Background: an optimization exercise with open tools, aiming at small area, a short achievable clock period and few clock cycles per item. Do not read the settings as production practice.
Power figures rest on the tool's default switching activity, not on a simulated workload.

wip/garnet:
==> flow/design.v <==
module switch
#(
    parameter ROUTER_WIDTH = 2,
    parameter AURORA_WIDTH = 256
)(
    input clk,
    input rst_n,
    input [ROUTER_WIDTH - 1:0] src_router,
    input empty_input_port_0,
    input [AURORA_WIDTH - 1:0] data_in_port_0,
    output rd_input_port_0,
    input empty_ack_fifo,
    input [AURORA_WIDTH - 1:0] ack_data,
    output rd_ack_fifo,
    input empty_input_port_1,
    input [AURORA_WIDTH - 1:0] data_in_port_1,
    output rd_input_port_1,
    input empty_input_port_2,
    input [AURORA_WIDTH - 1:0] data_in_port_2,
    output rd_input_port_2,
    output we_output_port_0,
    output [AURORA_WIDTH - 1:0] data_out_port_0,
    output we_output_port_1,
    output [AURORA_WIDTH - 1:0] data_out_port_1,
    output we_output_port_2,
    output [AURORA_WIDTH - 1:0] data_out_port_2
);
wire [AURORA_WIDTH - 1:0] din [0:3];
assign din[0] = data_in_port_0;
assign din[1] = ack_data;
assign din[2] = data_in_port_1;
assign din[3] = data_in_port_2;
wire [3:0] empty = {empty_input_port_2, empty_input_port_1, empty_ack_fifo, empty_input_port_0};
reg [3:0] held;    
reg [3:0] sel_a;   
reg [3:0] sel_b;   
reg [1:0] ptr;     
reg [3:0] to2, to1;   
reg [3:0] to2_n, to1_n;
always @(*) begin
    case (src_router)
        2'd0: begin to2_n = 4'b0110; to1_n = 4'b1000; end
        2'd1: begin to2_n = 4'b1100; to1_n = 4'b0001; end
        2'd2: begin to2_n = 4'b1001; to1_n = 4'b0010; end
        default: begin to2_n = 4'b0011; to1_n = 4'b0100; end
    endcase
end
wire [3:0] is1, is2;
genvar g;
generate
    for (g = 0; g < 4; g = g + 1) begin : g_route
        assign is2[g] = to2[din[g][3:2]];
        assign is1[g] = to1[din[g][3:2]];
    end
endgenerate
wire [3:0] wa  = sel_a & is2;
wire [3:0] wb1 = sel_b & is1;
wire [3:0] wb0 = sel_b & ~is2 & ~is1;
wire [3:0] wr  = wa | wb0 | wb1;
reg  [3:0] rd_a, rd_b;
wire [3:0] rd  = (is2 & rd_a) | (~is2 & rd_b);
assign rd_input_port_0 = rd[0];
assign rd_ack_fifo     = rd[1];
assign rd_input_port_1 = rd[2];
assign rd_input_port_2 = rd[3];
assign we_output_port_2 = |wa;
assign we_output_port_0 = |wb0;
assign we_output_port_1 = |wb1;
reg [AURORA_WIDTH - 1:0] out_a, out_b;
integer k;
always @(*) begin
    out_a = {AURORA_WIDTH{1'b0}};
    out_b = {AURORA_WIDTH{1'b0}};
    for (k = 0; k < 4; k = k + 1) begin
        out_a = out_a | (din[k] & {AURORA_WIDTH{sel_a[k]}});
        out_b = out_b | (din[k] & {AURORA_WIDTH{sel_b[k]}});
    end
end
assign data_out_port_2 = out_a;
assign data_out_port_0 = out_b;
assign data_out_port_1 = out_b;
wire [3:0] pop  = rd & ~empty;
wire [3:0] kept = held & ~wr;
wire [3:0] cand_a = kept & is2;
wire [3:0] cand_b = kept & ~is2;
function [3:0] pick_first(input [3:0] req, input [1:0] p);
    reg [7:0] d;
    reg [3:0] r, o;
    begin
        d = {req, req} >> p;
        r = d[3:0];
        o = r & ~(r - 4'd1);
        d = {o, o} << p;
        pick_first = d[7:4];
    end
endfunction
function [3:0] pick_last(input [3:0] req, input [1:0] p);
    reg [7:0] d;
    reg [3:0] r, o;
    begin
        d = {req, req} >> p;
        r = d[3:0];
        o = r[3] ? 4'b1000 : r[2] ? 4'b0100 : r[1] ? 4'b0010 : r[0] ? 4'b0001 : 4'b0000;
        d = {o, o} << p;
        pick_last = d[7:4];
    end
endfunction
wire [3:0] next_a = pick_first((|cand_a) ? cand_a : pop, ptr);
wire [3:0] next_b = (|cand_b) ? pick_first(cand_b, ptr) : pick_last(pop, ptr);
always @(posedge clk or negedge rst_n) begin
    if (!rst_n) begin
        held  <= 4'd0;
        sel_a <= 4'd0;
        sel_b <= 4'd0;
        ptr   <= 2'd0;
        rd_a  <= 4'b1111;
        rd_b  <= 4'b1111;
        to2   <= 4'd0;
        to1   <= 4'd0;
    end else begin
        held  <= pop | kept;
        sel_a <= next_a;
        sel_b <= next_b;
        ptr   <= ptr + 2'd1;
        rd_a  <= ~(pop | kept) | next_a;
        rd_b  <= ~(pop | kept) | next_b;
        to2   <= to2_n;
        to1   <= to1_n;
    end
end
endmodule
module routing_table
#(
    parameter ROUTER_WIDTH = 2
)(
    input [ROUTER_WIDTH - 1:0] src_router,
    input [ROUTER_WIDTH - 1:0] pkt_dst_router,
    output reg [ROUTER_WIDTH - 1:0] next_router
);
localparam ROUTER0 = 2'b00;
localparam ROUTER1 = 2'b01;
localparam ROUTER2 = 2'b10;
localparam ROUTER3 = 2'b11;
always @(*) begin
    case (src_router)
        ROUTER0: begin
            if (pkt_dst_router == ROUTER1) begin
                next_router = ROUTER1; 
            end
            else if (pkt_dst_router == ROUTER2) begin
                next_router = ROUTER1; 
            end
            else if (pkt_dst_router == ROUTER3) begin
                next_router = ROUTER3; 
            end
            else begin
                next_router = ROUTER0; 
            end
        end
        ROUTER1: begin
            if (pkt_dst_router == ROUTER0) begin
                next_router = ROUTER0; 
            end
            else if (pkt_dst_router == ROUTER2) begin
                next_router = ROUTER2;
            end
            else if (pkt_dst_router == ROUTER3) begin
                next_router = ROUTER2;
            end
            else begin
                next_router = ROUTER1;
            end
        end
        ROUTER2: begin
            if (pkt_dst_router == ROUTER0) begin
                next_router = ROUTER3;
            end
            else if (pkt_dst_router == ROUTER1) begin
                next_router = ROUTER1;
            end
            else if (pkt_dst_router == ROUTER3) begin
                next_router = ROUTER3;
            end
            else begin
                next_router = ROUTER2;
            end
        end
        ROUTER3: begin
            if (pkt_dst_router == ROUTER0) begin
                next_router = ROUTER0;
            end
            else if (pkt_dst_router == ROUTER1) begin
                next_router = ROUTER0;
            end
            else if (pkt_dst_router == ROUTER2) begin
                next_router = ROUTER2;
            end
            else begin
                next_router = ROUTER3;
            end
        end
        default: begin
            next_router = src_router;  
        end
    endcase
end
endmodule
module router_switch
#(
    parameter ROUTER_WIDTH = 2,
    parameter AURORA_WIDTH = 256
)(
    input clk,
    input rst_n,
    input [ROUTER_WIDTH - 1:0] src_router,
    input empty_input_port_0,
    input [AURORA_WIDTH - 1:0] data_in_port_0,
    output rd_input_port_0,
    input empty_ack_fifo,
    input [AURORA_WIDTH - 1:0] ack_data,
    output rd_ack_fifo,
    input empty_input_port_1,
    input [AURORA_WIDTH - 1:0] data_in_port_1,
    output rd_input_port_1,
    input empty_input_port_2,
    input [AURORA_WIDTH - 1:0] data_in_port_2,
    output rd_input_port_2,
    output we_output_port_0,
    output [AURORA_WIDTH - 1:0] data_out_port_0,
    output we_output_port_1,
    output [AURORA_WIDTH - 1:0] data_out_port_1,
    output we_output_port_2,
    output [AURORA_WIDTH - 1:0] data_out_port_2
);
switch #(
    .ROUTER_WIDTH(ROUTER_WIDTH),
    .AURORA_WIDTH(AURORA_WIDTH)
) switch_i (
    .clk(clk),
    .rst_n(rst_n),
    .src_router(src_router),
    .empty_input_port_0(empty_input_port_0),
    .data_in_port_0(data_in_port_0),
    .rd_input_port_0(rd_input_port_0),
    .empty_ack_fifo(empty_ack_fifo),
    .ack_data(ack_data),
    .rd_ack_fifo(rd_ack_fifo),
    .empty_input_port_1(empty_input_port_1),
    .data_in_port_1(data_in_port_1),
    .rd_input_port_1(rd_input_port_1),
    .empty_input_port_2(empty_input_port_2),
    .data_in_port_2(data_in_port_2),
    .rd_input_port_2(rd_input_port_2),
    .we_output_port_0(we_output_port_0),
    .data_out_port_0(data_out_port_0),
    .we_output_port_1(we_output_port_1),
    .data_out_port_1(data_out_port_1),
    .we_output_port_2(we_output_port_2),
    .data_out_port_2(data_out_port_2)
);
endmodule
export LEC_CHECK = 0
export CAP_MARGIN = 20
export CORE_AREA = 5 5 645 645
export DIE_AREA = 0 0 650 650
export SETUP_SLACK_MARGIN = 2.0
export SLEW_MARGIN = 20
create_clock -name core_clock -period 5.0 [get_ports {clk}]
standard.sh (not shown) runs the stock make flow with config.mk's settings and CLKGATE_MAP_FILE= SYNTH_SCRIPT=/design/flow/synth_recipe.tcl, a recipe that flattens the netlist after the stock synthesis.
==> flow/flow/run.sh <==
#!/bin/bash
# Own layout flow: the standard ORFS flow with
#  - minimum-size port buffers (every port still gets its own buffer),
#  - pins grouped per data bit: bit j of the four inputs and three outputs
#    sit next to each other, so each bit's mux stays local.
set -euo pipefail
here=$(pwd)
export BUFFER_PORTS_ARGS="-buffer_cell sky130_fd_sc_hd__buf_1"
export PRE_IO_PLACEMENT_TCL="$here/flow/pins.tcl"
bash standard.sh > "$here/standard.log" 2>&1
==> flow/flow/pins.tcl <==
# Group the pins of each data bit so its mux can be placed next to them.
for {set j 0} {$j < 256} {incr j} {
  set names {}
  foreach p {data_in_port_0 ack_data data_in_port_1 data_in_port_2 data_out_port_2 data_out_port_0 data_out_port_1} {
    lappend names "$p\[$j\]"
  }
  set_io_pin_constraint -group -order -pin_names $names
}
--- input diff wip/garnet..wip/quartz ---
--- a/flow/design.v
+++ b/flow/design.v
@@ -33,19 +33,18 @@
 wire [3:0] empty = {empty_input_port_2, empty_input_port_1, empty_ack_fifo, empty_input_port_0};
 reg [3:0] held;    
 reg [3:0] sel_a;   
 reg [3:0] sel_b;   
 reg [1:0] ptr;     
 reg [3:0] to2, to1;   
-reg [3:0] to2_n, to1_n;
 always @(*) begin
     case (src_router)
-        2'd0: begin to2_n = 4'b0110; to1_n = 4'b1000; end
-        2'd1: begin to2_n = 4'b1100; to1_n = 4'b0001; end
-        2'd2: begin to2_n = 4'b1001; to1_n = 4'b0010; end
-        default: begin to2_n = 4'b0011; to1_n = 4'b0100; end
+        2'd0: begin to2 = 4'b0110; to1 = 4'b1000; end
+        2'd1: begin to2 = 4'b1100; to1 = 4'b0001; end
+        2'd2: begin to2 = 4'b1001; to1 = 4'b0010; end
+        default: begin to2 = 4'b0011; to1 = 4'b0100; end
     endcase
 end
 wire [3:0] is1, is2;
 genvar g;
 generate
     for (g = 0; g < 4; g = g + 1) begin : g_route
@@ -112,23 +111,19 @@
         held  <= 4'd0;
         sel_a <= 4'd0;
         sel_b <= 4'd0;
         ptr   <= 2'd0;
         rd_a  <= 4'b1111;
         rd_b  <= 4'b1111;
-        to2   <= 4'd0;
-        to1   <= 4'd0;
     end else begin
         held  <= pop | kept;
         sel_a <= next_a;
         sel_b <= next_b;
         ptr   <= ptr + 2'd1;
         rd_a  <= ~(pop | kept) | next_a;
         rd_b  <= ~(pop | kept) | next_b;
-        to2   <= to2_n;
-        to1   <= to1_n;
     end
 end
 endmodule
 module routing_table
 #(
     parameter ROUTER_WIDTH = 2
Re maximum level of the CTS H-tree: wip/quartz and wip/garnet aren't equal, and the higher value belongs to wip/garnet.
The higher final cycle utilization of the critical path of wip/quartz and wip/garnet is in wip/quartz.
Looking at top layer used by detailed routing, the met4 result is from wip/garnet; the met5 one comes from wip/quartz.
From wip/garnet to wip/quartz the numbers moved as follows: met2 demand-to-capacity share in global routing lost 0.77 points, non-filler instance count after layout closely matched the old numbers.
What wip/quartz reported for sequential cell count has to be multiplied by 1.4 to get the figure for wip/garnet.
wip/quartz has clock-cell share of area below what wip/garnet had.
STATUS leakage power: wip/quartz wins against wip/garnet
wip/quartz vs. wip/garnet: final period demand of the worst path increased 0.10 ns; clock edge transition at the registers on the reported setup and hold paths essentially unchanged.
Diff wip/garnet -> wip/quartz | first-iteration DRC count | increase of 9
Number of distinct library cells after synthesis, wip/quartz vs wip/garnet: up by a few percent
Between wip/garnet and wip/quartz, the flow reports sequential power increasing by a few percent.
| biggest fanout along the worst timing path | higher: wip/quartz |
No functional check of the RTL was part of any run of this note.

==> port drivers added, routing unchanged <==
How much do the figures lean on ideal ports? The routed layouts below were timed once more, with nothing changed but the port constraints.
Step 1: set_driving_cell puts a clkbuf_16 on clk and a buf_2 on each other input, an assumption about the parent block.
Step 2 times the ports against the registers' clock, not the clock port: input delays grow and output delays shrink by t, the midpoint of the rising clock arrivals with the driver on.
Three values: ideal ports, drivers, drivers and shift; two values: the first two.
run	t (ns)	setup WS [ns]	worst register clock-pin slew, ns	worst slew at a driven data input, ns
wip/garnet	0.318	1.506 / 1.443 / 1.421	0.05 / 0.05	0.29
wip/quartz	0.299	1.403 / 1.096 / 1.001	0.06 / 0.06	0.35
After both steps every run listed still meets setup and hold. For wip/quartz, which loses most, drivers alone change the setup slack by -0.307 ns; drivers and shift together by -0.402 ns.
